Context: an optimization exercise on an open-source flow, tuned for small area. The choices shown serve that exercise and are no tape-out recipe.
The RTL was checked by simulation tests, not by an equivalence proof against the original design.

lane 1:
// fir_ctrl
module fir_ctrl
#(
    parameter   FIR_IN  = 16,
    parameter   FIR_OUT = 16
)
(
    input   wire                             sys_clk     ,
    input   wire                             sys_rst_n   ,
    input   signed  [FIR_IN  - 1:0]          data_in     ,
    input   wire                             data_valid  ,
    output  signed  [FIR_OUT - 1:0]          fir_out     ,
    output  wire                             fir_out_valid
);
Settings: LEC_CHECK=0, CAP_MARGIN=20, CORE_MARGIN=2, CORE_UTILIZATION=40, SLEW_MARGIN=20, SYNTH_HIERARCHICAL=1; clock period 10.0 ns.
standard.sh (not shown) runs the stock make flow with config.mk's settings and CLKGATE_MAP_FILE= SYNTH_SCRIPT=/design/flow/synth_recipe.tcl, a recipe that flattens the netlist after the stock synthesis.
==> flow/flow/run.sh <==
#!/bin/bash
# The standard layout (standard.sh, unchanged synthesis) with two changes:
# a clock tree of fewer, larger clusters without dummy loads, and the smallest
# buffer for the port buffers. The full make output goes to standard.log here.
set -euo pipefail
bash standard.sh \
  "CTS_ARGS=-sink_clustering_enable -repair_clock_nets -dont_use_dummy_load -buf_list sky130_fd_sc_hd__clkbuf_16 -sink_clustering_size 26 -sink_clustering_max_diameter 90" \
  "BUFFER_PORTS_ARGS=-buffer_cell sky130_fd_sc_hd__buf_1" \
  finish > standard.log 2>&1
Setup changes, lane 1 to lane 2
diff --git a/flow/design.v b/flow/design.v
--- a/flow/design.v
+++ b/flow/design.v
@@ -1670,51 +1670,45 @@
             W  <= 24'h800000;
             Y  <= 0;
             cy <= 1'b0;
         end else begin
             W  <= W_next;
             Y  <= Y_next;
             cy <= cy_next;
         end
     wire dvn;
     fir_inv udvn (.a(data_valid), .y(dvn));
-    wire selr, selh;    
     wire [15:0] pa_d;
     wire [14:0] pb_d, ps_d, pr_d, ph_d, o;
     genvar i;
     generate
         for (i = 0; i < 15; i = i + 1) begin : g_pipe
             fir_ao22 ua (.a(a_in[i]), .b(data_valid), .c(pa[i]), .d(dvn), .y(pa_d[i]));
             fir_ao22 ub (.a(b_in[i]), .b(data_valid), .c(pb[i]), .d(dvn), .y(pb_d[i]));
             fir_ao22 us (.a(pb[i]),   .b(data_valid), .c(ps[i]), .d(dvn), .y(ps_d[i]));
             fir_ao22 ur (.a(ps[i]),   .b(data_valid), .c(pr[i]), .d(dvn), .y(pr_d[i]));
             fir_ao22 uh (.a(pr[i]),   .b(data_valid), .c(ph[i]), .d(dvn), .y(ph_d[i]));
-            fir_ao22 uo (.a(pr[i]),   .b(selr), .c(ph[i]), .d(selh), .y(o[i]));
+            fir_ao22 uo (.a(pr[i]),   .b(data_valid), .c(ph[i]), .d(dvn), .y(o[i]));
         end
     endgenerate
     fir_ao22 uac (.a(a_c), .b(data_valid), .c(pa_c), .d(dvn), .y(pa_d[15]));
-    always @(posedge sys_clk) begin
-        pa <= pa_d[14:0];
-        pa_c <= pa_d[15];
-        pb <= pb_d;
-        ps <= ps_d;
-        pr <= pr_d;
-        ph <= ph_d;
-    end
-    reg [2:0] nv;
     always @(posedge sys_clk or negedge sys_rst_n)
-        if (!sys_rst_n)
-            nv <= 3'd0;
-        else if (data_valid && nv != 3'd5)
-            nv <= nv + 3'd1;
-    assign selr = data_valid & nv[2];
-    assign selh = dvn & nv[2] & nv[0];
+        if (!sys_rst_n) begin
+            pa <= 0; pa_c <= 1'b0; pb <= 0; ps <= 0; pr <= 0; ph <= 0;
+        end else begin
+            pa <= pa_d[14:0];
+            pa_c <= pa_d[15];
+            pb <= pb_d;
+            ps <= ps_d;
+            pr <= pr_d;
+            ph <= ph_d;
+        end
     reg out_valid_r1, out_valid_r2;
     always @(posedge sys_clk or negedge sys_rst_n)
         if (!sys_rst_n) begin
             out_valid_r1 <= 1'b0;
             out_valid_r2 <= 1'b0;
         end else begin
             out_valid_r1 <= data_valid;
             out_valid_r2 <= out_valid_r1;
         end
     assign fir_out = {o[14], o};
==> run notes <==
Synthesized cell count: lane 2 lower than lane 1
Per the final summary, lane 2 finished and its layout is clean on timing, DRC and antenna.
Lane 1 → lane 2: number of combinational gates with multiple inputs went down, count of standard-cell rows now larger, number of logic inverters in the finished layout decreased by 1 relative to the old numbers.
Lane 2 has more setup slack than lane 1.

re-timing with driven ports:
How much do the figures lean on ideal ports? The routed layouts below were timed once more, with nothing changed but the port constraints.
Step 1 (the two cells are an assumption about what drives the block):
set clk [get_ports {sys_clk}]
set_driving_cell -lib_cell sky130_fd_sc_hd__clkbuf_16 $clk
set_driving_cell -lib_cell sky130_fd_sc_hd__buf_2 [delete_from_list [all_inputs] $clk]
Step 2 times the ports against the registers' clock, not the clock port: input delays grow and output delays shrink by t, the midpoint of the rising clock arrivals with the driver on.
Three values: ideal ports, drivers, drivers and shift; two values: the first two.
run	t (ns)	setup slack, ns	hold WS [ns]	worst setup path after step 2	clock arrival spread, ns
lane 1	0.643	0.674 / 0.674 / 0.674	0.302 / 0.302 / 0.302	register to register	0.050 / 0.051
lane 2	0.634	0.862 / 0.862 / 0.862	0.255 / 0.255 / 0.255	register to register	0.062 / 0.062
After both steps every run listed still meets setup and hold.
